This design comes from an exercise in tuning for small area and a short achievable clock period on the open sky130 flow, not from production work. Only simulation tests tie the RTL to the original design; equivalence was not proved. No activity file was given, so power comes from the tool's default toggle rates.

[design/flow/design.v]
module fp_multiplier (
    input         sign,
    input         clk,
    input         rst,
    input  [16:0] a,
    input  [16:0] b,
    output [17:0] out,
    output reg    overflow,
    output reg    underflow
);
  wire [17:0] xa = {sign & a[16], a};
  wire [17:0] yb = {sign & b[16], b};
  wire [8:0] neg_d, one_d, two_d;
  wire [18:0] ybz = {yb, 1'b0};
  genvar gi;
  generate for (gi = 0; gi < 9; gi = gi + 1) begin : benc
    wire y2 = ybz[2*gi+2], y1 = ybz[2*gi+1], y0 = ybz[2*gi];
    assign neg_d[gi] = y2 & ~(y1 & y0);
    assign one_d[gi] = y1 ^ y0;
    assign two_d[gi] = (y2 & ~y1 & ~y0) | (~y2 & y1 & y0);
  end endgenerate
  reg [17:0] xr;
  reg [8:0] negr, oner, twor;
  reg s1;
  always @(posedge clk) begin
    xr <= xa; negr <= neg_d; oner <= one_d; twor <= two_d; s1 <= sign;
  end
  wire [4:0] r8sel = one_d[8] ? xa[4:0] : two_d[8] ? {xa[3:0], 1'b0} : 5'd0;
  wire [5:0] r8sum = {1'b0, r8sel ^ {5{neg_d[8]}}} + neg_d[8];
  reg [5:0] r8r;
  always @(posedge clk) r8r <= r8sum;
  wire pp1, pp2, pp3, pp4, pp5, pp6, pp7, pp8, pp9, pp10, pp11, pp12;
  wire pp13, pp14, pp15, pp16, pp17, pp18, pp19, pp20, pp21, pp22, pp23, pp24;
  wire pp25, pp26, pp27, pp28, pp29, pp30, pp31, pp32, pp33, pp34, pp35, pp36;
  wire pp37, pp38, pp39, pp40, pp41, pp42, pp43, pp44, pp45, pp46, pp47, pp48;
  wire pp49, pp50, pp51, pp52, pp53, pp54, pp55, pp56, pp57, pp58, pp59, pp60;
  wire pp61, pp62, pp63, pp64, pp65, pp66, pp67, pp68, pp69, pp70, pp71, pp72;
  wire pp73, pp74, pp75, pp76, pp77, pp78, pp79, pp80, pp81, pp82, pp83, pp84;
  wire pp85, pp86, pp87, pp88, pp89, pp90, pp91, pp92, pp93, pp94, pp95, pp96;
  wire pp97, pp98, pp99, pp100, pp101, pp102, pp103, pp104, pp105, pp106, pp107, pp108;
  wire pp109, pp110, pp111, pp112, pp113, pp114, pp115, pp116, pp117, pp118, pp119, pp120;
  wire pp121, pp122, pp123, pp124, pp125, pp126, pp127, pp128, pp129, pp130, pp131, pp132;
  wire pp133, pp134, pp135, pp136, pp137, pp138, pp139, pp140, pp141, pp142, pp143, pp144;
  wire pp145, pp146, pp147, pp148, pp149, pp150, pp151, pp152, pp153, pp154, pp155, pp156;
  wire pp157, pp158, pp159, pp160, pp161, pp162, pp163, pp164, pp165, pp166, s167, c168;
  wire s169, c170, s171, c172, s173, c174, s175, c176, s177, c178, s179, c180;
  wire s181, c182, s183, c184, s185, c186, s187, c188, s189, c190, s191, c192;
  wire s193, c194, s195, c196, s197, c198, s199, c200, s201, c202, s203, c204;
  wire s205, c206, s207, c208, s209, c210, s211, c212, s213, c214, s215, c216;
  wire s217, c218, s219, c220, s221, c222, s223, c224, s225, c226, s227, c228;
  wire s229, c230, s231, c232, s233, c234, s235, c236, s237, s238, c239, s240;
  wire c241, s242, c243, s244, c245, s246, c247, s248, c249, s250, c251, s252;
  wire c253, s254, c255, s256, c257, s258, c259, s260, c261, s262, c263, s264;
  wire c265, s266, c267, s268, c269, s270, c271, s272, c273, s274, c275, s276;
  wire c277, s278, c279, s280, c281, s282, c283, s284, c285, s286, c287, s288;
  wire c289, s290, c291, s292, c293, s294, c295, s296, c297, s298, c299, s300;
  wire c301, s302, c303, s304, c305, s306, c307, s308, c309, s310, c311, s312;
  wire c313, s314, c315, s316, c317, s318, c319, s320, c321, s322, c323, s324;
  wire s325, c326, s327, c328, s329, c330, s331, c332, s333, c334, s335, c336;
  wire s337, c338, s339, c340, s341, c342, s343, c344, s345, c346, s347, c348;
  wire s349, c350, s351, c352, s353, c354, s355, c356, s357, c358, s359, c360;
  wire s361, c362, s363, c364, s365, c366, s367, c368, s369, c370, s371, c372;
  wire s373, c374, s375, c376, s377, c378, s379, s380, c381, s382, c383, s384;
  wire c385, s386, c387, s388, c389, s390, c391, s392, c393, s394, c395, s396;
  wire c397, s398, c399, s400, c401, s402, c403, s404, c405, s406, c407, s408;
  wire c409, s410, c411, s412, c413, s414, c415, s416, c417, s418, c419, s420;
  wire c421, s422, c423, s424, c425, s426, c427, s428, c429, s430, c431, s432;
  wire c433, s434, c435, s436, c437, s438, c439, s440, c441, s442, lg443, lp444;
  wire lg445, lp446, lg447, lp448, lg449, lp450, lg451, lp452, lg453, lp454, lg455, lp456;
  wire lg457, lp458, lg459, lp460, lg461, lp462, lG463, lP464, lG465, lP466, lG467, lP468;
  wire lG469, lP470, lG471, lP472, lG473, lP474, lG475, lP476, lG477, lP478, lG479, lP480;
  wire lG481, lP482, lG483, lP484, lG485, lP486, lG487, lP488, lG489, lP490, lG491, lP492;
  wire hg493, hp494, hg495, hp496, hg497, hp498, hg499, hp500, hg501, hp502, hg503, hp504;
  wire hg505, hp506, hg507, hp508, hg509, hp510, hg511, hp512, hg513, hp514, hg515, hp516;
  wire hg517, hp518, hg519, hp520, hg521, hp522, hg523, hp524, hg525, hp526, hg527, hp528;
  wire hg529, hp530, hg531, hp532, hg533, hp534, hg535, hp536, hg537, hp538, hg539, hp540;
  wire hg541, hp542, hG543, hP544, hG545, hP546, hG547, hP548, hG549, hP550, hG551, hP552;
  wire hG553, hP554, hG555, hP556, hG557, hP558, hG559, hP560, hG561, hP562, hG563, hP564;
  wire hG565, hP566, hG567, hP568, hG569, hP570, hG571, hP572, hG573, hP574, hG575, hP576;
  wire hG577, hP578, hG579, hP580, hG581, hP582, hG583, hP584, hG585, hP586, hG587, hP588;
  wire hG589, hP590, hG591, hP592, hG593, hP594, hG595, hP596, hG597, hP598, hG599, hP600;
  wire hG601, hP602, hG603, hP604, hG605, hP606, hG607, hP608, hG609, hP610, hG611, hP612;
  wire hG613, hP614, hG615, hP616, hG617, hP618, hG619, hP620, hG621, hP622, hG623, hP624;
  wire hG625, hP626, hG627, hP628, hG629, hP630, hG631, hP632, hG633, hP634, hG635, hP636;
  wire hG637, hP638, hG639, hP640, hG641, hP642, hG643, hP644, hG645, hP646, hG647, hP648;
  wire hG649, hP650;
  assign pp1 = ((oner[0] & xr[0])) ^ negr[0];
  assign pp2 = ((oner[0] & xr[1]) | (twor[0] & xr[0])) ^ negr[0];
  assign pp3 = ((oner[0] & xr[2]) | (twor[0] & xr[1])) ^ negr[0];
  assign pp4 = ((oner[0] & xr[3]) | (twor[0] & xr[2])) ^ negr[0];
  assign pp5 = ((oner[0] & xr[4]) | (twor[0] & xr[3])) ^ negr[0];
  assign pp6 = ((oner[0] & xr[5]) | (twor[0] & xr[4])) ^ negr[0];
  assign pp7 = ((oner[0] & xr[6]) | (twor[0] & xr[5])) ^ negr[0];
  assign pp8 = ((oner[0] & xr[7]) | (twor[0] & xr[6])) ^ negr[0];
  assign pp9 = ((oner[0] & xr[8]) | (twor[0] & xr[7])) ^ negr[0];
  assign pp10 = ((oner[0] & xr[9]) | (twor[0] & xr[8])) ^ negr[0];
  assign pp11 = ((oner[0] & xr[10]) | (twor[0] & xr[9])) ^ negr[0];
  assign pp12 = ((oner[0] & xr[11]) | (twor[0] & xr[10])) ^ negr[0];
  assign pp13 = ((oner[0] & xr[12]) | (twor[0] & xr[11])) ^ negr[0];
  assign pp14 = ((oner[0] & xr[13]) | (twor[0] & xr[12])) ^ negr[0];
  assign pp15 = ((oner[0] & xr[14]) | (twor[0] & xr[13])) ^ negr[0];
  assign pp16 = ((oner[0] & xr[15]) | (twor[0] & xr[14])) ^ negr[0];
  assign pp17 = ((oner[0] & xr[16]) | (twor[0] & xr[15])) ^ negr[0];
  assign pp18 = ((oner[0] & xr[17]) | (twor[0] & xr[16])) ^ negr[0];
  assign pp19 = ((oner[0] & xr[17]) | (twor[0] & xr[17])) ^ negr[0];
  assign pp20 = ~pp19;
  assign pp21 = ((oner[1] & xr[0])) ^ negr[1];
  assign pp22 = ((oner[1] & xr[1]) | (twor[1] & xr[0])) ^ negr[1];
  assign pp23 = ((oner[1] & xr[2]) | (twor[1] & xr[1])) ^ negr[1];
  assign pp24 = ((oner[1] & xr[3]) | (twor[1] & xr[2])) ^ negr[1];
  assign pp25 = ((oner[1] & xr[4]) | (twor[1] & xr[3])) ^ negr[1];
  assign pp26 = ((oner[1] & xr[5]) | (twor[1] & xr[4])) ^ negr[1];
  assign pp27 = ((oner[1] & xr[6]) | (twor[1] & xr[5])) ^ negr[1];
  assign pp28 = ((oner[1] & xr[7]) | (twor[1] & xr[6])) ^ negr[1];
  assign pp29 = ((oner[1] & xr[8]) | (twor[1] & xr[7])) ^ negr[1];
  assign pp30 = ((oner[1] & xr[9]) | (twor[1] & xr[8])) ^ negr[1];
  assign pp31 = ((oner[1] & xr[10]) | (twor[1] & xr[9])) ^ negr[1];
  assign pp32 = ((oner[1] & xr[11]) | (twor[1] & xr[10])) ^ negr[1];
  assign pp33 = ((oner[1] & xr[12]) | (twor[1] & xr[11])) ^ negr[1];
  assign pp34 = ((oner[1] & xr[13]) | (twor[1] & xr[12])) ^ negr[1];
  assign pp35 = ((oner[1] & xr[14]) | (twor[1] & xr[13])) ^ negr[1];
  assign pp36 = ((oner[1] & xr[15]) | (twor[1] & xr[14])) ^ negr[1];
  assign pp37 = ((oner[1] & xr[16]) | (twor[1] & xr[15])) ^ negr[1];
  assign pp38 = ((oner[1] & xr[17]) | (twor[1] & xr[16])) ^ negr[1];
  assign pp39 = ~(((oner[1] & xr[17]) | (twor[1] & xr[17])) ^ negr[1]);
  assign pp40 = ((oner[2] & xr[0])) ^ negr[2];
  assign pp41 = ((oner[2] & xr[1]) | (twor[2] & xr[0])) ^ negr[2];
  assign pp42 = ((oner[2] & xr[2]) | (twor[2] & xr[1])) ^ negr[2];
  assign pp43 = ((oner[2] & xr[3]) | (twor[2] & xr[2])) ^ negr[2];
  assign pp44 = ((oner[2] & xr[4]) | (twor[2] & xr[3])) ^ negr[2];
  assign pp45 = ((oner[2] & xr[5]) | (twor[2] & xr[4])) ^ negr[2];
  assign pp46 = ((oner[2] & xr[6]) | (twor[2] & xr[5])) ^ negr[2];
  assign pp47 = ((oner[2] & xr[7]) | (twor[2] & xr[6])) ^ negr[2];
  assign pp48 = ((oner[2] & xr[8]) | (twor[2] & xr[7])) ^ negr[2];
  assign pp49 = ((oner[2] & xr[9]) | (twor[2] & xr[8])) ^ negr[2];
  assign pp50 = ((oner[2] & xr[10]) | (twor[2] & xr[9])) ^ negr[2];
  assign pp51 = ((oner[2] & xr[11]) | (twor[2] & xr[10])) ^ negr[2];
  assign pp52 = ((oner[2] & xr[12]) | (twor[2] & xr[11])) ^ negr[2];
  assign pp53 = ((oner[2] & xr[13]) | (twor[2] & xr[12])) ^ negr[2];
  assign pp54 = ((oner[2] & xr[14]) | (twor[2] & xr[13])) ^ negr[2];
  assign pp55 = ((oner[2] & xr[15]) | (twor[2] & xr[14])) ^ negr[2];
  assign pp56 = ((oner[2] & xr[16]) | (twor[2] & xr[15])) ^ negr[2];
  assign pp57 = ((oner[2] & xr[17]) | (twor[2] & xr[16])) ^ negr[2];
  assign pp58 = ~(((oner[2] & xr[17]) | (twor[2] & xr[17])) ^ negr[2]);
  assign pp59 = ((oner[3] & xr[0])) ^ negr[3];
  assign pp60 = ((oner[3] & xr[1]) | (twor[3] & xr[0])) ^ negr[3];
  assign pp61 = ((oner[3] & xr[2]) | (twor[3] & xr[1])) ^ negr[3];
  assign pp62 = ((oner[3] & xr[3]) | (twor[3] & xr[2])) ^ negr[3];
  assign pp63 = ((oner[3] & xr[4]) | (twor[3] & xr[3])) ^ negr[3];
  assign pp64 = ((oner[3] & xr[5]) | (twor[3] & xr[4])) ^ negr[3];
  assign pp65 = ((oner[3] & xr[6]) | (twor[3] & xr[5])) ^ negr[3];
  assign pp66 = ((oner[3] & xr[7]) | (twor[3] & xr[6])) ^ negr[3];
  assign pp67 = ((oner[3] & xr[8]) | (twor[3] & xr[7])) ^ negr[3];
  assign pp68 = ((oner[3] & xr[9]) | (twor[3] & xr[8])) ^ negr[3];
  assign pp69 = ((oner[3] & xr[10]) | (twor[3] & xr[9])) ^ negr[3];
  assign pp70 = ((oner[3] & xr[11]) | (twor[3] & xr[10])) ^ negr[3];
  assign pp71 = ((oner[3] & xr[12]) | (twor[3] & xr[11])) ^ negr[3];
  assign pp72 = ((oner[3] & xr[13]) | (twor[3] & xr[12])) ^ negr[3];
  assign pp73 = ((oner[3] & xr[14]) | (twor[3] & xr[13])) ^ negr[3];
  assign pp74 = ((oner[3] & xr[15]) | (twor[3] & xr[14])) ^ negr[3];
  assign pp75 = ((oner[3] & xr[16]) | (twor[3] & xr[15])) ^ negr[3];
  assign pp76 = ((oner[3] & xr[17]) | (twor[3] & xr[16])) ^ negr[3];
  assign pp77 = ~(((oner[3] & xr[17]) | (twor[3] & xr[17])) ^ negr[3]);
  assign pp78 = ((oner[4] & xr[0])) ^ negr[4];
  assign pp79 = ((oner[4] & xr[1]) | (twor[4] & xr[0])) ^ negr[4];
  assign pp80 = ((oner[4] & xr[2]) | (twor[4] & xr[1])) ^ negr[4];
  assign pp81 = ((oner[4] & xr[3]) | (twor[4] & xr[2])) ^ negr[4];
  assign pp82 = ((oner[4] & xr[4]) | (twor[4] & xr[3])) ^ negr[4];
  assign pp83 = ((oner[4] & xr[5]) | (twor[4] & xr[4])) ^ negr[4];
  assign pp84 = ((oner[4] & xr[6]) | (twor[4] & xr[5])) ^ negr[4];
  assign pp85 = ((oner[4] & xr[7]) | (twor[4] & xr[6])) ^ negr[4];
  assign pp86 = ((oner[4] & xr[8]) | (twor[4] & xr[7])) ^ negr[4];
  assign pp87 = ((oner[4] & xr[9]) | (twor[4] & xr[8])) ^ negr[4];
  assign pp88 = ((oner[4] & xr[10]) | (twor[4] & xr[9])) ^ negr[4];
  assign pp89 = ((oner[4] & xr[11]) | (twor[4] & xr[10])) ^ negr[4];
  assign pp90 = ((oner[4] & xr[12]) | (twor[4] & xr[11])) ^ negr[4];
  assign pp91 = ((oner[4] & xr[13]) | (twor[4] & xr[12])) ^ negr[4];
  assign pp92 = ((oner[4] & xr[14]) | (twor[4] & xr[13])) ^ negr[4];
  assign pp93 = ((oner[4] & xr[15]) | (twor[4] & xr[14])) ^ negr[4];
  assign pp94 = ((oner[4] & xr[16]) | (twor[4] & xr[15])) ^ negr[4];
  assign pp95 = ((oner[4] & xr[17]) | (twor[4] & xr[16])) ^ negr[4];
  assign pp96 = ~(((oner[4] & xr[17]) | (twor[4] & xr[17])) ^ negr[4]);
  assign pp97 = ((oner[5] & xr[0])) ^ negr[5];
  assign pp98 = ((oner[5] & xr[1]) | (twor[5] & xr[0])) ^ negr[5];
  assign pp99 = ((oner[5] & xr[2]) | (twor[5] & xr[1])) ^ negr[5];
  assign pp100 = ((oner[5] & xr[3]) | (twor[5] & xr[2])) ^ negr[5];
  assign pp101 = ((oner[5] & xr[4]) | (twor[5] & xr[3])) ^ negr[5];
  assign pp102 = ((oner[5] & xr[5]) | (twor[5] & xr[4])) ^ negr[5];
  assign pp103 = ((oner[5] & xr[6]) | (twor[5] & xr[5])) ^ negr[5];
  assign pp104 = ((oner[5] & xr[7]) | (twor[5] & xr[6])) ^ negr[5];
  assign pp105 = ((oner[5] & xr[8]) | (twor[5] & xr[7])) ^ negr[5];
  assign pp106 = ((oner[5] & xr[9]) | (twor[5] & xr[8])) ^ negr[5];
  assign pp107 = ((oner[5] & xr[10]) | (twor[5] & xr[9])) ^ negr[5];
  assign pp108 = ((oner[5] & xr[11]) | (twor[5] & xr[10])) ^ negr[5];
  assign pp109 = ((oner[5] & xr[12]) | (twor[5] & xr[11])) ^ negr[5];
  assign pp110 = ((oner[5] & xr[13]) | (twor[5] & xr[12])) ^ negr[5];
  assign pp111 = ((oner[5] & xr[14]) | (twor[5] & xr[13])) ^ negr[5];
  assign pp112 = ((oner[5] & xr[15]) | (twor[5] & xr[14])) ^ negr[5];
  assign pp113 = ((oner[5] & xr[16]) | (twor[5] & xr[15])) ^ negr[5];
  assign pp114 = ((oner[5] & xr[17]) | (twor[5] & xr[16])) ^ negr[5];
  assign pp115 = ~(((oner[5] & xr[17]) | (twor[5] & xr[17])) ^ negr[5]);
  assign pp116 = ((oner[6] & xr[0])) ^ negr[6];
  assign pp117 = ((oner[6] & xr[1]) | (twor[6] & xr[0])) ^ negr[6];
  assign pp118 = ((oner[6] & xr[2]) | (twor[6] & xr[1])) ^ negr[6];
  assign pp119 = ((oner[6] & xr[3]) | (twor[6] & xr[2])) ^ negr[6];
  assign pp120 = ((oner[6] & xr[4]) | (twor[6] & xr[3])) ^ negr[6];
  assign pp121 = ((oner[6] & xr[5]) | (twor[6] & xr[4])) ^ negr[6];
  assign pp122 = ((oner[6] & xr[6]) | (twor[6] & xr[5])) ^ negr[6];
  assign pp123 = ((oner[6] & xr[7]) | (twor[6] & xr[6])) ^ negr[6];
  assign pp124 = ((oner[6] & xr[8]) | (twor[6] & xr[7])) ^ negr[6];
  assign pp125 = ((oner[6] & xr[9]) | (twor[6] & xr[8])) ^ negr[6];
  assign pp126 = ((oner[6] & xr[10]) | (twor[6] & xr[9])) ^ negr[6];
  assign pp127 = ((oner[6] & xr[11]) | (twor[6] & xr[10])) ^ negr[6];
  assign pp128 = ((oner[6] & xr[12]) | (twor[6] & xr[11])) ^ negr[6];
  assign pp129 = ((oner[6] & xr[13]) | (twor[6] & xr[12])) ^ negr[6];
  assign pp130 = ((oner[6] & xr[14]) | (twor[6] & xr[13])) ^ negr[6];
  assign pp131 = ((oner[6] & xr[15]) | (twor[6] & xr[14])) ^ negr[6];
  assign pp132 = ((oner[6] & xr[16]) | (twor[6] & xr[15])) ^ negr[6];
  assign pp133 = ((oner[6] & xr[17]) | (twor[6] & xr[16])) ^ negr[6];
  assign pp134 = ~(((oner[6] & xr[17]) | (twor[6] & xr[17])) ^ negr[6]);
  assign pp135 = ((oner[7] & xr[0])) ^ negr[7];
  assign pp136 = ((oner[7] & xr[1]) | (twor[7] & xr[0])) ^ negr[7];
  assign pp137 = ((oner[7] & xr[2]) | (twor[7] & xr[1])) ^ negr[7];
  assign pp138 = ((oner[7] & xr[3]) | (twor[7] & xr[2])) ^ negr[7];
  assign pp139 = ((oner[7] & xr[4]) | (twor[7] & xr[3])) ^ negr[7];
  assign pp140 = ((oner[7] & xr[5]) | (twor[7] & xr[4])) ^ negr[7];
  assign pp141 = ((oner[7] & xr[6]) | (twor[7] & xr[5])) ^ negr[7];
  assign pp142 = ((oner[7] & xr[7]) | (twor[7] & xr[6])) ^ negr[7];
  assign pp143 = ((oner[7] & xr[8]) | (twor[7] & xr[7])) ^ negr[7];
  assign pp144 = ((oner[7] & xr[9]) | (twor[7] & xr[8])) ^ negr[7];
  assign pp145 = ((oner[7] & xr[10]) | (twor[7] & xr[9])) ^ negr[7];
  assign pp146 = ((oner[7] & xr[11]) | (twor[7] & xr[10])) ^ negr[7];
  assign pp147 = ((oner[7] & xr[12]) | (twor[7] & xr[11])) ^ negr[7];
  assign pp148 = ((oner[7] & xr[13]) | (twor[7] & xr[12])) ^ negr[7];
  assign pp149 = ((oner[7] & xr[14]) | (twor[7] & xr[13])) ^ negr[7];
  assign pp150 = ((oner[7] & xr[15]) | (twor[7] & xr[14])) ^ negr[7];
  assign pp151 = ((oner[7] & xr[16]) | (twor[7] & xr[15])) ^ negr[7];
  assign pp152 = ((oner[7] & xr[17]) | (twor[7] & xr[16])) ^ negr[7];
  assign pp153 = ~(((oner[7] & xr[17]) | (twor[7] & xr[17])) ^ negr[7]);
  assign pp154 = ((oner[8] & xr[5]) | (twor[8] & xr[4])) ^ negr[8];
  assign pp155 = ((oner[8] & xr[6]) | (twor[8] & xr[5])) ^ negr[8];
  assign pp156 = ((oner[8] & xr[7]) | (twor[8] & xr[6])) ^ negr[8];
  assign pp157 = ((oner[8] & xr[8]) | (twor[8] & xr[7])) ^ negr[8];
  assign pp158 = ((oner[8] & xr[9]) | (twor[8] & xr[8])) ^ negr[8];
  assign pp159 = ((oner[8] & xr[10]) | (twor[8] & xr[9])) ^ negr[8];
  assign pp160 = ((oner[8] & xr[11]) | (twor[8] & xr[10])) ^ negr[8];
  assign pp161 = ((oner[8] & xr[12]) | (twor[8] & xr[11])) ^ negr[8];
  assign pp162 = ((oner[8] & xr[13]) | (twor[8] & xr[12])) ^ negr[8];
  assign pp163 = ((oner[8] & xr[14]) | (twor[8] & xr[13])) ^ negr[8];
  assign pp164 = ((oner[8] & xr[15]) | (twor[8] & xr[14])) ^ negr[8];
  assign pp165 = ((oner[8] & xr[16]) | (twor[8] & xr[15])) ^ negr[8];
  assign pp166 = ((oner[8] & xr[17]) | (twor[8] & xr[16])) ^ negr[8];
  fp_ha u_s167 (.a(negr[5]), .b(pp11), .s(s167), .co(c168));
  fp_ha u_s169 (.a(pp12), .b(pp30), .s(s169), .co(c170));
  fp_fa u_s171 (.a(negr[6]), .b(pp13), .c(pp31), .s(s171), .co(c172));
  fp_ha u_s173 (.a(pp48), .b(pp65), .s(s173), .co(c174));
  fp_fa u_s175 (.a(pp14), .b(pp32), .c(pp49), .s(s175), .co(c176));
  fp_ha u_s177 (.a(pp66), .b(pp83), .s(s177), .co(c178));
  fp_fa u_s179 (.a(negr[7]), .b(pp15), .c(pp33), .s(s179), .co(c180));
  fp_fa u_s181 (.a(pp50), .b(pp67), .c(pp84), .s(s181), .co(c182));
  fp_ha u_s183 (.a(pp101), .b(pp118), .s(s183), .co(c184));
  fp_fa u_s185 (.a(pp16), .b(pp34), .c(pp51), .s(s185), .co(c186));
  fp_fa u_s187 (.a(pp68), .b(pp85), .c(pp102), .s(s187), .co(c188));
  fp_ha u_s189 (.a(pp119), .b(pp136), .s(s189), .co(c190));
  fp_fa u_s191 (.a(r8r[0]), .b(pp17), .c(pp35), .s(s191), .co(c192));
  fp_fa u_s193 (.a(pp52), .b(pp69), .c(pp86), .s(s193), .co(c194));
  fp_fa u_s195 (.a(pp103), .b(pp120), .c(pp137), .s(s195), .co(c196));
  fp_fa u_s197 (.a(r8r[1]), .b(pp18), .c(pp36), .s(s197), .co(c198));
  fp_fa u_s199 (.a(pp53), .b(pp70), .c(pp87), .s(s199), .co(c200));
  fp_fa u_s201 (.a(pp104), .b(pp121), .c(pp138), .s(s201), .co(c202));
  fp_fa u_s203 (.a(r8r[2]), .b(pp19), .c(pp37), .s(s203), .co(c204));
  fp_fa u_s205 (.a(pp54), .b(pp71), .c(pp88), .s(s205), .co(c206));
  fp_fa u_s207 (.a(pp105), .b(pp122), .c(pp139), .s(s207), .co(c208));
  fp_fa u_s209 (.a(r8r[3]), .b(pp19), .c(pp38), .s(s209), .co(c210));
  fp_fa u_s211 (.a(pp55), .b(pp72), .c(pp89), .s(s211), .co(c212));
  fp_fa u_s213 (.a(pp106), .b(pp123), .c(pp140), .s(s213), .co(c214));
  fp_fa u_s215 (.a(r8r[4]), .b(pp39), .c(pp56), .s(s215), .co(c216));
  fp_fa u_s217 (.a(pp73), .b(pp90), .c(pp107), .s(s217), .co(c218));
  fp_fa u_s219 (.a(pp124), .b(pp141), .c(pp20), .s(s219), .co(c220));
  assign s221 = ~(r8r[5] ^ pp57);
  assign c222 = r8r[5] | pp57;
  fp_fa u_s223 (.a(pp74), .b(pp91), .c(pp108), .s(s223), .co(c224));
  fp_fa u_s225 (.a(pp125), .b(pp142), .c(pp154), .s(s225), .co(c226));
  fp_fa u_s227 (.a(pp58), .b(pp75), .c(pp92), .s(s227), .co(c228));
  fp_fa u_s229 (.a(pp109), .b(pp126), .c(pp143), .s(s229), .co(c230));
  assign s231 = ~(pp76 ^ pp93);
  assign c232 = pp76 | pp93;
  fp_ha u_s233 (.a(pp110), .b(pp127), .s(s233), .co(c234));
  fp_fa u_s235 (.a(pp77), .b(pp94), .c(pp111), .s(s235), .co(c236));
  assign s237 = ~pp95;
  fp_ha u_s238 (.a(negr[3]), .b(pp7), .s(s238), .co(c239));
  fp_ha u_s240 (.a(pp8), .b(pp26), .s(s240), .co(c241));
  fp_fa u_s242 (.a(negr[4]), .b(pp9), .c(pp27), .s(s242), .co(c243));
  fp_ha u_s244 (.a(pp44), .b(pp61), .s(s244), .co(c245));
  fp_fa u_s246 (.a(pp10), .b(pp28), .c(pp45), .s(s246), .co(c247));
  fp_ha u_s248 (.a(pp62), .b(pp79), .s(s248), .co(c249));
  fp_fa u_s250 (.a(pp29), .b(pp46), .c(pp63), .s(s250), .co(c251));
  fp_fa u_s252 (.a(pp80), .b(pp97), .c(s167), .s(s252), .co(c253));
  fp_fa u_s254 (.a(pp47), .b(pp64), .c(pp81), .s(s254), .co(c255));
  fp_fa u_s256 (.a(pp98), .b(c168), .c(s169), .s(s256), .co(c257));
  fp_fa u_s258 (.a(pp82), .b(pp99), .c(pp116), .s(s258), .co(c259));
  fp_fa u_s260 (.a(c170), .b(s173), .c(s171), .s(s260), .co(c261));
  fp_fa u_s262 (.a(pp100), .b(pp117), .c(c174), .s(s262), .co(c263));
  fp_fa u_s264 (.a(s177), .b(c172), .c(s175), .s(s264), .co(c265));
  fp_fa u_s266 (.a(pp135), .b(c178), .c(s183), .s(s266), .co(c267));
  fp_fa u_s268 (.a(c176), .b(s179), .c(s181), .s(s268), .co(c269));
  fp_fa u_s270 (.a(c184), .b(s189), .c(c180), .s(s270), .co(c271));
  fp_fa u_s272 (.a(c182), .b(s185), .c(s187), .s(s272), .co(c273));
  fp_fa u_s274 (.a(c190), .b(c186), .c(c188), .s(s274), .co(c275));
  fp_fa u_s276 (.a(s191), .b(s193), .c(s195), .s(s276), .co(c277));
  fp_fa u_s278 (.a(c192), .b(c194), .c(c196), .s(s278), .co(c279));
  fp_fa u_s280 (.a(s197), .b(s199), .c(s201), .s(s280), .co(c281));
  fp_fa u_s282 (.a(c198), .b(c200), .c(c202), .s(s282), .co(c283));
  fp_fa u_s284 (.a(s203), .b(s205), .c(s207), .s(s284), .co(c285));
  fp_fa u_s286 (.a(c204), .b(c206), .c(c208), .s(s286), .co(c287));
  fp_fa u_s288 (.a(s209), .b(s211), .c(s213), .s(s288), .co(c289));
  fp_fa u_s290 (.a(c210), .b(c212), .c(c214), .s(s290), .co(c291));
  fp_fa u_s292 (.a(s215), .b(s217), .c(s219), .s(s292), .co(c293));
  fp_fa u_s294 (.a(s221), .b(c216), .c(c218), .s(s294), .co(c295));
  fp_fa u_s296 (.a(c220), .b(s223), .c(s225), .s(s296), .co(c297));
  fp_fa u_s298 (.a(pp155), .b(c222), .c(c224), .s(s298), .co(c299));
  fp_fa u_s300 (.a(c226), .b(s227), .c(s229), .s(s300), .co(c301));
  fp_fa u_s302 (.a(pp144), .b(pp156), .c(s231), .s(s302), .co(c303));
  fp_fa u_s304 (.a(s233), .b(c228), .c(c230), .s(s304), .co(c305));
  fp_fa u_s306 (.a(pp128), .b(pp145), .c(pp157), .s(s306), .co(c307));
  fp_fa u_s308 (.a(c232), .b(c234), .c(s235), .s(s308), .co(c309));
  fp_fa u_s310 (.a(pp112), .b(pp129), .c(pp146), .s(s310), .co(c311));
  fp_fa u_s312 (.a(pp158), .b(s237), .c(c236), .s(s312), .co(c313));
  fp_fa u_s314 (.a(pp95), .b(pp96), .c(pp113), .s(s314), .co(c315));
  fp_fa u_s316 (.a(pp130), .b(pp147), .c(pp159), .s(s316), .co(c317));
  assign s318 = ~(pp114 ^ pp131);
  assign c319 = pp114 | pp131;
  fp_ha u_s320 (.a(pp148), .b(pp160), .s(s320), .co(c321));
  fp_fa u_s322 (.a(pp115), .b(pp132), .c(pp149), .s(s322), .co(c323));
  assign s324 = ~pp133;
  fp_ha u_s325 (.a(negr[2]), .b(pp5), .s(s325), .co(c326));
  fp_ha u_s327 (.a(pp6), .b(pp24), .s(s327), .co(c328));
  fp_fa u_s329 (.a(pp25), .b(pp42), .c(pp59), .s(s329), .co(c330));
  fp_fa u_s331 (.a(pp43), .b(pp60), .c(c239), .s(s331), .co(c332));
  fp_fa u_s333 (.a(pp78), .b(c241), .c(s244), .s(s333), .co(c334));
  fp_fa u_s335 (.a(c245), .b(s248), .c(c243), .s(s335), .co(c336));
  fp_fa u_s337 (.a(c249), .b(c247), .c(s250), .s(s337), .co(c338));
  fp_fa u_s339 (.a(c251), .b(s254), .c(c253), .s(s339), .co(c340));
  fp_fa u_s341 (.a(c255), .b(s258), .c(c257), .s(s341), .co(c342));
  fp_fa u_s343 (.a(c259), .b(s262), .c(c261), .s(s343), .co(c344));
  fp_fa u_s345 (.a(c263), .b(s266), .c(c265), .s(s345), .co(c346));
  fp_fa u_s347 (.a(c267), .b(c269), .c(s270), .s(s347), .co(c348));
  fp_fa u_s349 (.a(c271), .b(c273), .c(s274), .s(s349), .co(c350));
  fp_fa u_s351 (.a(c275), .b(c277), .c(s278), .s(s351), .co(c352));
  fp_fa u_s353 (.a(c279), .b(c281), .c(s282), .s(s353), .co(c354));
  fp_fa u_s355 (.a(c283), .b(c285), .c(s286), .s(s355), .co(c356));
  fp_fa u_s357 (.a(c287), .b(c289), .c(s290), .s(s357), .co(c358));
  fp_fa u_s359 (.a(c291), .b(s294), .c(c293), .s(s359), .co(c360));
  fp_fa u_s361 (.a(c295), .b(c297), .c(s298), .s(s361), .co(c362));
  fp_fa u_s363 (.a(s302), .b(c299), .c(c301), .s(s363), .co(c364));
  fp_fa u_s365 (.a(s306), .b(c303), .c(c305), .s(s365), .co(c366));
  fp_fa u_s367 (.a(c307), .b(s310), .c(c309), .s(s367), .co(c368));
  fp_fa u_s369 (.a(c311), .b(s314), .c(s316), .s(s369), .co(c370));
  fp_fa u_s371 (.a(s318), .b(s320), .c(c315), .s(s371), .co(c372));
  fp_fa u_s373 (.a(pp161), .b(c319), .c(c321), .s(s373), .co(c374));
  fp_fa u_s375 (.a(pp150), .b(pp162), .c(s324), .s(s375), .co(c376));
  fp_fa u_s377 (.a(pp133), .b(pp134), .c(pp151), .s(s377), .co(c378));
  assign s379 = ~pp152;
  fp_ha u_s380 (.a(negr[1]), .b(pp3), .s(s380), .co(c381));
  fp_ha u_s382 (.a(pp4), .b(pp22), .s(s382), .co(c383));
  fp_fa u_s384 (.a(pp23), .b(pp40), .c(s325), .s(s384), .co(c385));
  fp_fa u_s386 (.a(pp41), .b(c326), .c(s327), .s(s386), .co(c387));
  fp_fa u_s388 (.a(c328), .b(s238), .c(s329), .s(s388), .co(c389));
  fp_fa u_s390 (.a(s240), .b(c330), .c(s331), .s(s390), .co(c391));
  fp_fa u_s392 (.a(s242), .b(c332), .c(s333), .s(s392), .co(c393));
  fp_fa u_s394 (.a(s246), .b(c334), .c(s335), .s(s394), .co(c395));
  fp_fa u_s396 (.a(s252), .b(c336), .c(s337), .s(s396), .co(c397));
  fp_fa u_s398 (.a(s256), .b(c338), .c(s339), .s(s398), .co(c399));
  fp_fa u_s400 (.a(s260), .b(c340), .c(s341), .s(s400), .co(c401));
  fp_fa u_s402 (.a(s264), .b(c342), .c(s343), .s(s402), .co(c403));
  fp_fa u_s404 (.a(s268), .b(c344), .c(s345), .s(s404), .co(c405));
  fp_fa u_s406 (.a(s272), .b(c346), .c(s347), .s(s406), .co(c407));
  fp_fa u_s408 (.a(s276), .b(c348), .c(s349), .s(s408), .co(c409));
  fp_fa u_s410 (.a(s280), .b(c350), .c(s351), .s(s410), .co(c411));
  fp_fa u_s412 (.a(s284), .b(c352), .c(s353), .s(s412), .co(c413));
  fp_fa u_s414 (.a(s288), .b(c354), .c(s355), .s(s414), .co(c415));
  fp_fa u_s416 (.a(s292), .b(c356), .c(s357), .s(s416), .co(c417));
  fp_fa u_s418 (.a(s296), .b(c358), .c(s359), .s(s418), .co(c419));
  fp_fa u_s420 (.a(s300), .b(c360), .c(s361), .s(s420), .co(c421));
  fp_fa u_s422 (.a(s304), .b(c362), .c(s363), .s(s422), .co(c423));
  fp_fa u_s424 (.a(s308), .b(s365), .c(c364), .s(s424), .co(c425));
  fp_fa u_s426 (.a(s312), .b(c366), .c(s367), .s(s426), .co(c427));
  fp_fa u_s428 (.a(c313), .b(s369), .c(c368), .s(s428), .co(c429));
  fp_fa u_s430 (.a(c317), .b(c370), .c(s371), .s(s430), .co(c431));
  fp_fa u_s432 (.a(s322), .b(s373), .c(c372), .s(s432), .co(c433));
  fp_fa u_s434 (.a(c323), .b(s375), .c(c374), .s(s434), .co(c435));
  fp_fa u_s436 (.a(pp163), .b(c376), .c(s377), .s(s436), .co(c437));
  fp_fa u_s438 (.a(pp164), .b(s379), .c(c378), .s(s438), .co(c439));
  fp_fa u_s440 (.a(pp152), .b(pp153), .c(pp165), .s(s440), .co(c441));
  assign s442 = ~pp166;
  assign lg443 = (negr[0] & pp1);
  assign lp444 = (negr[0] ^ pp1);
  assign lg445 = (pp2 & 1'b0);
  assign lp446 = (pp2 ^ 1'b0);
  assign lg447 = (s380 & pp21);
  assign lp448 = (s380 ^ pp21);
  assign lg449 = (c381 & s382);
  assign lp450 = (c381 ^ s382);
  assign lg451 = (c383 & s384);
  assign lp452 = (c383 ^ s384);
  assign lg453 = (c385 & s386);
  assign lp454 = (c385 ^ s386);
  assign lg455 = (c387 & s388);
  assign lp456 = (c387 ^ s388);
  assign lg457 = (c389 & s390);
  assign lp458 = (c389 ^ s390);
  assign lg459 = (c391 & s392);
  assign lp460 = (c391 ^ s392);
  assign lg461 = (c393 & s394);
  assign lp462 = (c393 ^ s394);
  assign lG463 = lg445 | (lp446 & lg443);
  assign lP464 = lp446 & lp444;
  assign lG465 = lg449 | (lp450 & lg447);
  assign lP466 = lp450 & lp448;
  assign lG467 = lg453 | (lp454 & lg451);
  assign lP468 = lp454 & lp452;
  assign lG469 = lg457 | (lp458 & lg455);
  assign lP470 = lp458 & lp456;
  assign lG471 = lg461 | (lp462 & lg459);
  assign lP472 = lp462 & lp460;
  assign lG473 = lg447 | (lp448 & lG463);
  assign lP474 = lp448 & lP464;
  assign lG475 = lG465 | (lP466 & lG463);
  assign lP476 = lP466 & lP464;
  assign lG477 = lg455 | (lp456 & lG467);
  assign lP478 = lp456 & lP468;
  assign lG479 = lG469 | (lP470 & lG467);
  assign lP480 = lP470 & lP468;
  assign lG481 = lg451 | (lp452 & lG475);
  assign lP482 = lp452 & lP476;
  assign lG483 = lG467 | (lP468 & lG475);
  assign lP484 = lP468 & lP476;
  assign lG485 = lG477 | (lP478 & lG475);
  assign lP486 = lP478 & lP476;
  assign lG487 = lG479 | (lP480 & lG475);
  assign lP488 = lP480 & lP476;
  assign lG489 = lg459 | (lp460 & lG487);
  assign lP490 = lp460 & lP488;
  assign lG491 = lG471 | (lP472 & lG487);
  assign lP492 = lP472 & lP488;
  wire ck_w = lG491;
  wire [9:0] lzt = {((c393 ^ s394) ~^ (c391 | s392)), ((c391 ^ s392) ~^ (c389 | s390)), ((c389 ^ s390) ~^ (c387 | s388)), ((c387 ^ s388) ~^ (c385 | s386)), ((c385 ^ s386) ~^ (c383 | s384)), ((c383 ^ s384) ~^ (c381 | s382)), ((c381 ^ s382) ~^ (s380 | pp21)), ((s380 ^ pp21) ~^ (pp2 | 1'b0)), ((pp2 ^ 1'b0) ~^ (negr[0] | pp1)), ~(negr[0] ^ pp1)};
  wire [9:0] lot = {(c393 ^ s394), (c391 ^ s392), (c389 ^ s390), (c387 ^ s388), (c385 ^ s386), (c383 ^ s384), (c381 ^ s382), (s380 ^ pp21), (pp2 ^ 1'b0), (negr[0] ^ pp1)};
  wire [23:0] ha_w = {c441, c439, c437, c435, c433, c431, c429, c427, c425, c423, c421, c419, c417, c415, c413, c411, c409, c407, c405, c403, c401, c399, c397, c395};
  wire [23:0] hb_w = {s442, s440, s438, s436, s434, s432, s430, s428, s426, s424, s422, s420, s418, s416, s414, s412, s410, s408, s406, s404, s402, s400, s398, s396};
  reg [23:0] ra, rb;
  reg lor, land, ck, s2, rst_d;
  always @(posedge clk) begin
    ra <= ha_w; rb <= hb_w; s2 <= s1; rst_d <= rst;
    lor <= ~&lzt; land <= &lot; ck <= ck_w;
  end
  assign hg493 = (ck & ck);
  assign hp494 = (ck ^ ck);
  assign hg495 = (ra[0] & rb[0]);
  assign hp496 = (ra[0] ^ rb[0]);
  assign hg497 = (ra[1] & rb[1]);
  assign hp498 = (ra[1] ^ rb[1]);
  assign hg499 = (ra[2] & rb[2]);
  assign hp500 = (ra[2] ^ rb[2]);
  assign hg501 = (ra[3] & rb[3]);
  assign hp502 = (ra[3] ^ rb[3]);
  assign hg503 = (ra[4] & rb[4]);
  assign hp504 = (ra[4] ^ rb[4]);
  assign hg505 = (ra[5] & rb[5]);
  assign hp506 = (ra[5] ^ rb[5]);
  assign hg507 = (ra[6] & rb[6]);
  assign hp508 = (ra[6] ^ rb[6]);
  assign hg509 = (ra[7] & rb[7]);
  assign hp510 = (ra[7] ^ rb[7]);
  assign hg511 = (ra[8] & rb[8]);
  assign hp512 = (ra[8] ^ rb[8]);
  assign hg513 = (ra[9] & rb[9]);
  assign hp514 = (ra[9] ^ rb[9]);
  assign hg515 = (ra[10] & rb[10]);
  assign hp516 = (ra[10] ^ rb[10]);
  assign hg517 = (ra[11] & rb[11]);
  assign hp518 = (ra[11] ^ rb[11]);
  assign hg519 = (ra[12] & rb[12]);
  assign hp520 = (ra[12] ^ rb[12]);
  assign hg521 = (ra[13] & rb[13]);
  assign hp522 = (ra[13] ^ rb[13]);
  assign hg523 = (ra[14] & rb[14]);
  assign hp524 = (ra[14] ^ rb[14]);
  assign hg525 = (ra[15] & rb[15]);
  assign hp526 = (ra[15] ^ rb[15]);
  assign hg527 = (ra[16] & rb[16]);
  assign hp528 = (ra[16] ^ rb[16]);
  assign hg529 = (ra[17] & rb[17]);
  assign hp530 = (ra[17] ^ rb[17]);
  assign hg531 = (ra[18] & rb[18]);
  assign hp532 = (ra[18] ^ rb[18]);
  assign hg533 = (ra[19] & rb[19]);
  assign hp534 = (ra[19] ^ rb[19]);
  assign hg535 = (ra[20] & rb[20]);
  assign hp536 = (ra[20] ^ rb[20]);
  assign hg537 = (ra[21] & rb[21]);
  assign hp538 = (ra[21] ^ rb[21]);
  assign hg539 = (ra[22] & rb[22]);
  assign hp540 = (ra[22] ^ rb[22]);
  assign hg541 = (ra[23] & rb[23]);
  assign hp542 = (ra[23] ^ rb[23]);
  assign hG543 = hg495 | (hp496 & hg493);
  assign hP544 = hp496 & hp494;
  assign hG545 = hg499 | (hp500 & hg497);
  assign hP546 = hp500 & hp498;
  assign hG547 = hg503 | (hp504 & hg501);
  assign hP548 = hp504 & hp502;
  assign hG549 = hg507 | (hp508 & hg505);
  assign hP550 = hp508 & hp506;
  assign hG551 = hg511 | (hp512 & hg509);
  assign hP552 = hp512 & hp510;
  assign hG553 = hg515 | (hp516 & hg513);
  assign hP554 = hp516 & hp514;
  assign hG555 = hg519 | (hp520 & hg517);
  assign hP556 = hp520 & hp518;
  assign hG557 = hg523 | (hp524 & hg521);
  assign hP558 = hp524 & hp522;
  assign hG559 = hg527 | (hp528 & hg525);
  assign hP560 = hp528 & hp526;
  assign hG561 = hg531 | (hp532 & hg529);
  assign hP562 = hp532 & hp530;
  assign hG563 = hg535 | (hp536 & hg533);
  assign hP564 = hp536 & hp534;
  assign hG565 = hg539 | (hp540 & hg537);
  assign hP566 = hp540 & hp538;
  assign hG567 = hg497 | (hp498 & hG543);
  assign hP568 = hp498 & hP544;
  assign hG569 = hG545 | (hP546 & hG543);
  assign hP570 = hP546 & hP544;
  assign hG571 = hg505 | (hp506 & hG547);
  assign hP572 = hp506 & hP548;
  assign hG573 = hG549 | (hP550 & hG547);
  assign hP574 = hP550 & hP548;
  assign hG575 = hg513 | (hp514 & hG551);
  assign hP576 = hp514 & hP552;
  assign hG577 = hG553 | (hP554 & hG551);
  assign hP578 = hP554 & hP552;
  assign hG579 = hg521 | (hp522 & hG555);
  assign hP580 = hp522 & hP556;
  assign hG581 = hG557 | (hP558 & hG555);
  assign hP582 = hP558 & hP556;
  assign hG583 = hg529 | (hp530 & hG559);
  assign hP584 = hp530 & hP560;
  assign hG585 = hG561 | (hP562 & hG559);
  assign hP586 = hP562 & hP560;
  assign hG587 = hg537 | (hp538 & hG563);
  assign hP588 = hp538 & hP564;
  assign hG589 = hG565 | (hP566 & hG563);
  assign hP590 = hP566 & hP564;
  assign hG591 = hg501 | (hp502 & hG569);
  assign hP592 = hp502 & hP570;
  assign hG593 = hG547 | (hP548 & hG569);
  assign hP594 = hP548 & hP570;
  assign hG595 = hG571 | (hP572 & hG569);
  assign hP596 = hP572 & hP570;
  assign hG597 = hG573 | (hP574 & hG569);
  assign hP598 = hP574 & hP570;
  assign hG599 = hg517 | (hp518 & hG577);
  assign hP600 = hp518 & hP578;
  assign hG601 = hG555 | (hP556 & hG577);
  assign hP602 = hP556 & hP578;
  assign hG603 = hG579 | (hP580 & hG577);
  assign hP604 = hP580 & hP578;
  assign hG605 = hG581 | (hP582 & hG577);
  assign hP606 = hP582 & hP578;
  assign hG607 = hg533 | (hp534 & hG585);
  assign hP608 = hp534 & hP586;
  assign hG609 = hG563 | (hP564 & hG585);
  assign hP610 = hP564 & hP586;
  assign hG611 = hG587 | (hP588 & hG585);
  assign hP612 = hP588 & hP586;
  assign hG613 = hG589 | (hP590 & hG585);
  assign hP614 = hP590 & hP586;
  assign hG615 = hg509 | (hp510 & hG597);
  assign hP616 = hp510 & hP598;
  assign hG617 = hG551 | (hP552 & hG597);
  assign hP618 = hP552 & hP598;
  assign hG619 = hG575 | (hP576 & hG597);
  assign hP620 = hP576 & hP598;
  assign hG621 = hG577 | (hP578 & hG597);
  assign hP622 = hP578 & hP598;
  assign hG623 = hG599 | (hP600 & hG597);
  assign hP624 = hP600 & hP598;
  assign hG625 = hG601 | (hP602 & hG597);
  assign hP626 = hP602 & hP598;
  assign hG627 = hG603 | (hP604 & hG597);
  assign hP628 = hP604 & hP598;
  assign hG629 = hG605 | (hP606 & hG597);
  assign hP630 = hP606 & hP598;
  assign hG631 = hg541 | (hp542 & hG613);
  assign hP632 = hp542 & hP614;
  assign hG633 = hg525 | (hp526 & hG629);
  assign hP634 = hp526 & hP630;
  assign hG635 = hG559 | (hP560 & hG629);
  assign hP636 = hP560 & hP630;
  assign hG637 = hG583 | (hP584 & hG629);
  assign hP638 = hP584 & hP630;
  assign hG639 = hG585 | (hP586 & hG629);
  assign hP640 = hP586 & hP630;
  assign hG641 = hG607 | (hP608 & hG629);
  assign hP642 = hP608 & hP630;
  assign hG643 = hG609 | (hP610 & hG629);
  assign hP644 = hP610 & hP630;
  assign hG645 = hG611 | (hP612 & hG629);
  assign hP646 = hP612 & hP630;
  assign hG647 = hG613 | (hP614 & hG629);
  assign hP648 = hP614 & hP630;
  assign hG649 = hG631 | (hP632 & hG629);
  assign hP650 = hP632 & hP630;
  wire [33:10] ph = {(hp542 ^ hG647), (hp540 ^ hG645), (hp538 ^ hG643), (hp536 ^ hG641), (hp534 ^ hG639), (hp532 ^ hG637), (hp530 ^ hG635), (hp528 ^ hG633), (hp526 ^ hG629), (hp524 ^ hG627), (hp522 ^ hG625), (hp520 ^ hG623), (hp518 ^ hG621), (hp516 ^ hG619), (hp514 ^ hG617), (hp512 ^ hG615), (hp510 ^ hG597), (hp508 ^ hG595), (hp506 ^ hG593), (hp504 ^ hG591), (hp502 ^ hG569), (hp500 ^ hG567), (hp498 ^ hG543), (hp496 ^ hg493)};
  wire neg = s2 & ph[33];
  wire ovf_w = neg ? ~&ph[33:25] : |ph[33:24];
  wire unf_w = neg ? ~(&ph[15:10] & land) : (|ph[15:10] | lor);
  wire clr = rst | rst_d;
  reg [17:0] out_r;
  always @(posedge clk) begin
    out_r     <= clr ? 18'd0 : ph[31:14];
    overflow  <= clr ? 1'b0 : ovf_w;
    underflow <= clr ? 1'b0 : unf_w;
  end
  assign out = out_r;
endmodule
module fp_fa (input a, input b, input c, output s, output co);
  assign s = a ^ b ^ c;
  assign co = (a & b) | (c & (a ^ b));
endmodule
module fp_ha (input a, input b, output s, output co);
  assign s = a ^ b;
  assign co = a & b;
endmodule
[design/flow/run.sh]
#!/bin/bash
# synth_recipe.tcl (not shown) runs the flow's synth.tcl, then flattens the netlist and writes it again
# the make line also repeats each setting of config.mk as NAME=value (left out here)
make -C /OpenROAD-flow-scripts/flow DESIGN_CONFIG=/design/flow/config.mk WORK_HOME=/design/flow/orfs CLKGATE_MAP_FILE= SYNTH_SCRIPT=/design/flow/synth_recipe.tcl finish
[design/flow/config.mk]
export PLATFORM = sky130hd
export DESIGN_NAME = fp_multiplier
export DESIGN_NICKNAME = fp_multiplier
export VERILOG_FILES = /design/flow/design.v
export SDC_FILE = /design/flow/constraint.sdc
export NUM_CORES = 4
export LEC_CHECK = 0
export CAP_MARGIN = 20
export CORE_MARGIN = 2
export CORE_UTILIZATION = 40
export CTS_BUF_LIST = sky130_fd_sc_hd__clkbuf_4 sky130_fd_sc_hd__clkbuf_8
export CTS_CLUSTER_SIZE = 30
export SETUP_SLACK_MARGIN = 5
export SLEW_MARGIN = 20
export SYNTH_HIERARCHICAL = 1
[design/flow/constraint.sdc]
create_clock -name core_clock -period 8.0 [get_ports {clk}]
set_input_delay 1.6000 -clock core_clock [delete_from_list [all_inputs] [get_ports {clk}]]
set_output_delay 1.6000 -clock core_clock [all_outputs]
set_load 0.01 [all_outputs]
==> results of run 1 <==
-- worst min path at each step --
| stage | start | end | cells after the start |
|---|---|---|---|
| floorplan | s1 | s2 | 0 |
| global placement | s1 | s2 | 0 |
| detailed placement | s1 | s2 | 0 |
| CTS | s1 | s2 | 0 |
| global route | s1 | s2 | 0 |
| finish | s1 | s2 | 0 |
-- per-module statistics from Yosys, one instance, submodules excluded --
module,times used,flip-flops and latches,cells inside
fp_multiplier,1,125,847
fp_fa,117,0,1
fp_ha,16,0,1
-- worst max-delay path: stages, from the launching register on --
cell	delay (ns)
sky130_fd_sc_hd__dfxtp_2	0.35
sky130_fd_sc_hd__buf_8	0.13
sky130_fd_sc_hd__buf_4	0.17
sky130_fd_sc_hd__a22oi_1	0.23
sky130_fd_sc_hd__xnor2_1	0.14
sky130_fd_sc_hd__fa_2	0.44
sky130_fd_sc_hd__fa_2	0.61
sky130_fd_sc_hd__fa_1	0.43
sky130_fd_sc_hd__fa_2	0.53
-- stage by stage --
step,power (mW),util [%]
floorplan,2.88,-
global placement,3.47,43.6
detailed placement,3.54,43.6
CTS,4.17,47.3
global route,4.77,49.1
finish,4.34,49.1
-- cell families after synthesis --
group	synth area share (%)
flip-flops	24.4
buffers and inverters	4.71
AND/OR/NAND/NOR	6.09
AO/OA/AOI/OAI	15.9
adder cells (fa/ha/maj)	31.9
multiplexers	0.292
XOR/XNOR	16.7
-- layer usage --
metal	part of all wire (%)	wire length (µm)
met2	45	11900
met1	46	12100
met5	0	0
met4	1.7	446
met3	7.7	2030
-- area by class of cell --
type | instances | area (µm²)
Fill cell | 2277 | 12800
Multi-Input combinational cell | 726 | 7550
Sequential cell | 125 | 2640
Timing Repair Buffer | 125 | 1250
Tap cell | 330 | 413
Clock buffer | 18 | 248
Clock inverter | 14 | 135
Inverter | 36 | 135
-- synth_stat cells (all sizes together) --
library cell,count
a221oi,2
nor2,23
nand4b,1
a22oi,149
nand2,26
mux2i,3
nor4,5
nand4,5
a41o,1
o21bai,6
nand3b,7
inv,36
o311ai,1
nand2b,7
a2111oi,1
nor3,6
ha,67
nor3b,1
and2,2
a211oi,2
o21a,1
clkbuf,70
nor2b,15
o21ai,27
a31oi,1
and3b,2
and3,3
o211ai,2
or2b,1
xor2,23
a21o,8
a41oi,1
xnor2,173
a21oi,15
or2,3
a31o,2
or3,1
and4,1
fa,122
buf,23
nand3,7
dfxtp,125
o31a,1
nor4b,2
-- repair_timing --
item                       CTS  global route
resized for setup           83            70
hold buffers                 0             0
cloned                       1             0
pin swaps                    6            46
setup buffers               31            28
setup endpoints to repair   37            26
-- power groups by stage --
stage | clock, mW | sequential [mW] | combinational (mW)
2_1_floorplan | 0 | 0.910 | 1.97
3_3_place_gp | 0 | 0.989 | 2.48
3_5_place_dp | 0 | 0.991 | 2.55
4_1_cts | 0.564 | 0.966 | 2.64
5_1_grt | 0.583 | 0.980 | 3.21
6_report | 0.545 | 0.963 | 2.83
-- state kept, by name, summed over array words and instances (netlist names), 6 cells and up --
register / count
xr: 18
ra: 24
twor: 9
negr: 9
r8r: 6
rb: 24
out_r: 18
oner: 9
==> impl_metrics.json, run 1 <==
{
  "io_buffer_count": 56,
  "dpl_cell_area_um2": 11000,
  "layout_min_cycle_time_ns": 3.12,
  "ctsLongestPathBuffers": 2,
  "synth_sequential_area_ratio_pct": 24.4,
  "initial_utilization_pct": 40.8,
  "gr-usage-met2_pct": 30.6,
  "num_antenna_cells": 0,
  "cts_root_buf": "sky130_fd_sc_hd__clkbuf_8",
  "setup_viol": 0,
  "gp_congestion": 0.862,
  "die_area_um2": 27000,
  "hpwl_mm": 17.6,
  "cell_internal_pwr_mw": 2.47,
  "critical_path.endpoint": "rb[7]",
  "synth.top_cells.by_area": "sky130_fd_sc_hd__dfxtp_1 (24%), sky130_fd_sc_hd__fa_1 (24%), sky130_fd_sc_hd__xnor2_1 (15%)",
  "mappedNetlistNets": 1206,
  "clock-sinks": 125,
  "viasPerCell": 5.38,
  "netSwitchingFraction_pct": 43.0,
  "mappedNetlistArea_um2": 10300,
  "cts_inserted_buffers": 17,
  "routedWlPerCell_um": 19.2,
  "cp_data_arrival_time_ns": 3.51,
  "top_usage_layer": "met2",
  "clk_latency_ns": 0.47,
  "finalSetupTns_ns": 0,
  "crit-reg2reg-capture": "rb[7]",
  "fin_ws_ns": 4.88,
  "drive_above_1_share_pct": 20.1,
  "worstSetupPathType": "reg -> reg",
  "critical_path.reg2reg.startpoint": "oner[0]",
  "grt_start_max_net_pins": 21,
  "design.final.nets": 1257,
  "cp-startpoint": "oner[0]",
  "globalRouteMet1Util_pct": 29.0,
  "gr-total-overflow": 0,
  "slew_viol_final": 0,
  "cts.htree.levels": 4,
  "floorplan.core_area_um2": 25200,
  "die_width_um": 164,
  "total_switching_power_mw": 1.87,
  "yosys_warnings": 7,
  "most-common-layout-cells": "sky130_fd_sc_hd__xnor2_1 (170), sky130_fd_sc_hd__a22oi_1 (137), sky130_fd_sc_hd__fa_1 (94)",
  "route.vias.total": 7393,
  "worst_pin_slew_ns": 0.548,
  "rsz_0062_raised_after_global_routing": "yes",
  "detailedPlace.worstSlack_ns": 4.45,
  "antenna_left": 0,
  "layout.cells.non_filler": 1374,
  "min_path_type": "reg -> reg",
  "share_comb_of_total_power_pct": 65.2,
  "cp_max_fo": 6,
  "critPathRequiredTime_ns": 8.40,
  "via_count_of_the_first_global_routing_pass": 7447,
  "postRouteWirelength_mm": 26.4,
  "groute.layer.met3.usage_pct": 3.41,
  "period_share_pct": 39.0,
  "cts.reportedPaths.clkPinSlew_ns": 0.10,
  "number_of_ports_placed_on_the_die_boundary": 57,
  "synth_cell_types": 51,
  "r2r.worst_path.cells": 8,
  "place_inst": 1282,
  "cp_startpoint_kind": "flip-flop",
  "fmaxAchievable_ghz": 0.321,
  "initialDrtViolationCount": 728,
  "die_y_um": 164,
  "leak_pwr_nw": 4.71,
  "antenna_found_initial": 0,
  "core.rowCount": 58,
  "areaGrowthSynthToFinish_pct": 20.4,
  "drc": 0,
  "cells_after_synthesis": 980,
  "maxCapViolations": 0,
  "final_common_cell": "sky130_fd_sc_hd__xnor2_1",
  "clock_tree_from_tritoncts": "done",
  "grt_use_total_pct": 19.9,
  "seqPwrFrac_pct": 22.2,
  "result_of_the_run": "no timing/DRC/antenna violations",
  "detail_route.first_pass.iterations": 5,
  "max-vdd-ir-drop_mv": 0.137,
  "count_of_final_hold_check_violations": 0,
  "synth_area_per_cell_um2": 10.5,
  "timing.clock.skew_ns": 0.0314,
  "endpoint_kind": "flip-flop",
  "r2r_slack_ns": 4.88,
  "wire_length_of_the_first_global_routing_pass_mm": 41.3,
  "hold_slack_ns": 0.407,
  "synth-seq-cells": 125,
  "slew_headroom_pct": 63.2,
  "layout_cell_area_excl_fill_um2": 12400,
  "netlist.area_leader.share_pct": 24.4,
  "pwr-share-clk_pct": 12.6,
  "synth_largest_area_cell": "sky130_fd_sc_hd__dfxtp_1",
  "pwrdens_nw_per_um2": 351
}
==> run 2, diff against run 1 <==
==> design/flow/config.mk (replaced) <==
export PLATFORM = sky130hd
export DESIGN_NAME = fp_multiplier
export DESIGN_NICKNAME = fp_multiplier
export VERILOG_FILES = /design/flow/design.v
export SDC_FILE = /design/flow/constraint.sdc
export NUM_CORES = 4
export LEC_CHECK = 0
export CAP_MARGIN = 0
export CORE_MARGIN = 2
export CORE_UTILIZATION = 40
export SETUP_SLACK_MARGIN = 5
export SLEW_MARGIN = 0
export SYNTH_HIERARCHICAL = 1
==> run 2 against run 1 <==
  * Critical path type unchanged
  * Worst setup slack improved by 0.083 ns
  * Highest routed layer unchanged
  * Die area did not move
  * Largest cell class unchanged
  * Wire length fell by 1.2%
  * Sequential share of layout area fell by 0.055 points
  * Hold slack improved by 0.011 ns
  * Design area rose by 0.16%
==> impl_metrics.json, run 2 <==
{
  "timing.critical_path.slowest_cell_delay_ns": 0.52,
  "synth_largest_area_cell": "sky130_fd_sc_hd__dfxtp_1",
  "wire_length_of_the_first_global_routing_pass_mm": 41.1,
  "postSynth.asyncResetShare_pct": 0,
  "antenna_found_initial": 0,
  "synth_edf_count": 0,
  "most-common-layout-cells": "sky130_fd_sc_hd__xnor2_1 (170), sky130_fd_sc_hd__a22oi_1 (140), sky130_fd_sc_hd__fa_1 (107)",
  "period_share_pct": 37.9,
  "biggestRegsByFlops": "ra x24, rb x24",
  "number_of_filler_instances_in_the_final_layout": 2260,
  "cell_internal_pwr_mw": 2.60,
  "die_area_um2": 27000,
  "routedWlPerCell_um": 19.2,
  "min_path_type": "reg -> reg",
  "grt_use_total_pct": 19.8,
  "netlist.area_leader.share_pct": 24.4,
  "mappedNetlistArea_um2": 10300,
  "ctsLongestPathBuffers": 2,
  "cp_data_arrival_time_ns": 3.33,
  "yosys_warnings": 7,
  "pwr-share-clk_pct": 16.8,
  "antenna_left": 0,
  "clock-sinks": 125,
  "areaGrowthSynthToFinish_pct": 20.6,
  "clk_latency_ns": 0.43,
  "cts_root_buf": "sky130_fd_sc_hd__clkbuf_16",
  "initialDrtViolationCount": 798,
  "grt_start_max_net_pins": 21,
  "maxCapViolations": 0,
  "route.vias.total": 7390,
  "total_switching_power_mw": 1.86,
  "multi_input_area_um2": 7470,
  "layout_cell_area_excl_fill_um2": 12400,
  "setup_viol": 0,
  "timing.critical_path.mode_cell": "sky130_fd_sc_hd__fa_1",
  "rsz_0062_raised_after_global_routing": "yes",
  "hpwl_mm": 17.6,
  "synth_cell_types": 51,
  "slew_headroom_pct": 63.1,
  "p_total_mw": 4.46,
  "cts_inserted_buffers": 17,
  "via_count_of_the_first_global_routing_pass": 7449,
  "slew_viol_final": 0,
  "fmaxAchievable_ghz": 0.330,
  "cts.htree.levels": 4,
  "synthFlopType": "sky130_fd_sc_hd__dfxtp_1",
  "floorplan.core_area_um2": 25200,
  "finalSetupTns_ns": 0,
  "result_of_the_run": "no timing/DRC/antenna violations",
  "layout.cells.non_filler": 1362,
  "die_width_um": 164,
  "cts.reportedPaths.clkPinSlew_ns": 0.07,
  "critPathRequiredTime_ns": 8.29,
  "cp_cell_sequence": "buf_12 -> buf_4 -> a22oi_1 -> xnor2_1 -> fa_1 -> fa_1 -> fa_1 -> fa_1",
  "layout_min_cycle_time_ns": 3.03,
  "synth-seq-cells": 125,
  "detail_route.first_pass.iterations": 6,
  "place_inst": 1282,
  "netSwitchingFraction_pct": 41.7,
  "cp_startpoint_kind": "flip-flop",
  "number_of_ports_placed_on_the_die_boundary": 57,
  "synth.top_cells.by_area": "sky130_fd_sc_hd__dfxtp_1 (24%), sky130_fd_sc_hd__fa_1 (24%), sky130_fd_sc_hd__xnor2_1 (15%)",
  "post_cts_hold_buffer_count": 0,
  "share_comb_of_total_power_pct": 61.6,
  "cells_after_synthesis": 980,
  "pwrdens_nw_per_um2": 360,
  "drive_above_1_share_pct": 17.2,
  "max-vdd-ir-drop_mv": 0.148,
  "timing.clock.skew_ns": 0.0165,
  "final_common_cell": "sky130_fd_sc_hd__xnor2_1",
  "synth_sequential_area_ratio_pct": 24.4,
  "cpMaxStageDelayCell": "sky130_fd_sc_hd__fa_1",
  "gr-total-overflow": 0,
  "worstSetupPathType": "reg -> reg",
  "core.rowCount": 58,
  "viasPerCell": 5.43,
  "synth_common_cells": "sky130_fd_sc_hd__xnor2_1 (173), sky130_fd_sc_hd__a22oi_1 (149), sky130_fd_sc_hd__dfxtp_1 (125)",
  "endpoint_kind": "flip-flop",
  "initial_utilization_pct": 40.8,
  "gp_congestion": 0.862,
  "worst_pin_slew_ns": 0.549,
  "mappedNetlistNets": 1206,
  "die_y_um": 164,
  "num_antenna_cells": 0,
  "leak_pwr_nw": 4.75,
  "synth_most_common_cell": "sky130_fd_sc_hd__xnor2_1",
  "synth_area_per_cell_um2": 10.5,
  "cp_max_fo": 7,
  "postRouteWirelength_mm": 26.1,
  "dpl_cell_area_um2": 11000,
  "count_of_final_hold_check_violations": 0,
  "io_buffer_count": 56,
  "area.sequential_um2": 2630,
  "drc": 0,
  "clock_tree_from_tritoncts": "done",
  "design.final.nets": 1245,
  "seqPwrFrac_pct": 21.6
}
## run 2: cell counts after synthesis
Identical to the previous run, type by type.
## run 2: stage by stage
stage          hold WS, ns  utilization (%)  worst slack (ns)
4_1_cts              0.397             48.0              5.00
2_1_floorplan        0.310                -              4.99
3_3_place_gp         0.401             43.6              4.49
3_5_place_dp         0.399             43.6              4.45
5_1_grt              0.407             49.2              4.90
6_report             0.418             49.2              4.97
## run 2: power by group through the flow
stage	sequential, mW	clock (mW)	combinational, mW
floorplan	0.910	0	1.97
global placement	0.989	0	2.48
detailed placement	0.991	0	2.55
CTS	0.967	0.772	2.64
global route	0.982	0.796	3.11
finish	0.965	0.749	2.75
## run 2: worst max-delay path: cells and delay by family, from the launching register on
family	cells	cell delay, ns
DFF	1	0.39
buffers and inverters	2	0.27
xor gates and xnor gates	1	0.17
adders and majority gates	4	1.86
AOI/OAI and AO/OA	1	0.21
## run 2: path summary, 6_finish.rpt
path	cells after the start	from	slack [ns]	endpoint
min reg2reg	0	s1	0.42	s2
min	0	s1	0.42	s2
max reg2reg	8	oner[2]	4.97	rb[4]
max	8	oner[2]	4.97	rb[4]
## run 2: Yosys stat by module (local to each module, per instance)
module / copies in the design / flip-flops and latches / area (µm²) / cells inside
fp_multiplier: 1 / 125 / 7730 / 847
fp_fa: 117 / 0 / 20.0 / 1
fp_ha: 16 / 0 / 12.5 / 1
## run 2: kinds of logic (layout without fill, tap and decap cells)
group	count (synthesis)	after routing	share of synthesized area, %
flops	125	125	24.4
simple gates	118	118	6.09
fa+ha+maj	189	189	31.9
compound gates	220	220	15.9
xor+xnor	196	196	16.7
buf+inv	129	181	4.71
mux	3	3	0.292
## run 2: final cells by class
cell class	instances	area share, %
Clock buffer	18	3.54
Tap cell	330	3.33
Multi-Input combinational cell	726	60.3
Timing Repair Buffer	113	9.37
Sequential cell	125	21.2
Clock inverter	14	1.09
Inverter	36	1.09
## run 2: per-layer routing
layer,share of wire (%),global-route usage [%],vias up
met1,45,28.2,3582
li1,-,-,3426
met4,1.9,5.02,0
met3,8.6,5.13,50
met2,44,29.9,332
met5,0,0,-
## run 2: timing repair
item	in CTS	in global routing
pin swaps	7	24
setup buffers	32	15
setup endpoints to repair	37	21
resized for setup	86	40
cloned	1	0

## re-timing with driven ports
Ports are ideal in the flow. The routed layouts listed here were re-timed in OpenROAD. Step 1, drivers: a clkbuf_16 drives clk and a buf_2 each remaining input, both assumed. Step 2 times the ports against the registers' clock, not the clock port: input delays grow and output delays shrink by t, the midpoint of the rising clock arrivals with the driver on. Three values: ideal ports, drivers, drivers and shift; two values: the first two.
run	shift t [ns]	slack for setup (ns)	worst register clock-pin slew, ns	pins driven straight from the clock port
run 1	0.496	4.883 / 4.883 / 4.601	0.10 / 0.10	1
run 2	0.464	4.966 / 4.966 / 4.659	0.07 / 0.07	1
After both steps setup and hold are still met in every run listed. The setup slack of run 2, which loses most, moves by 0.000 ns with the drivers and by -0.307 ns with both steps.
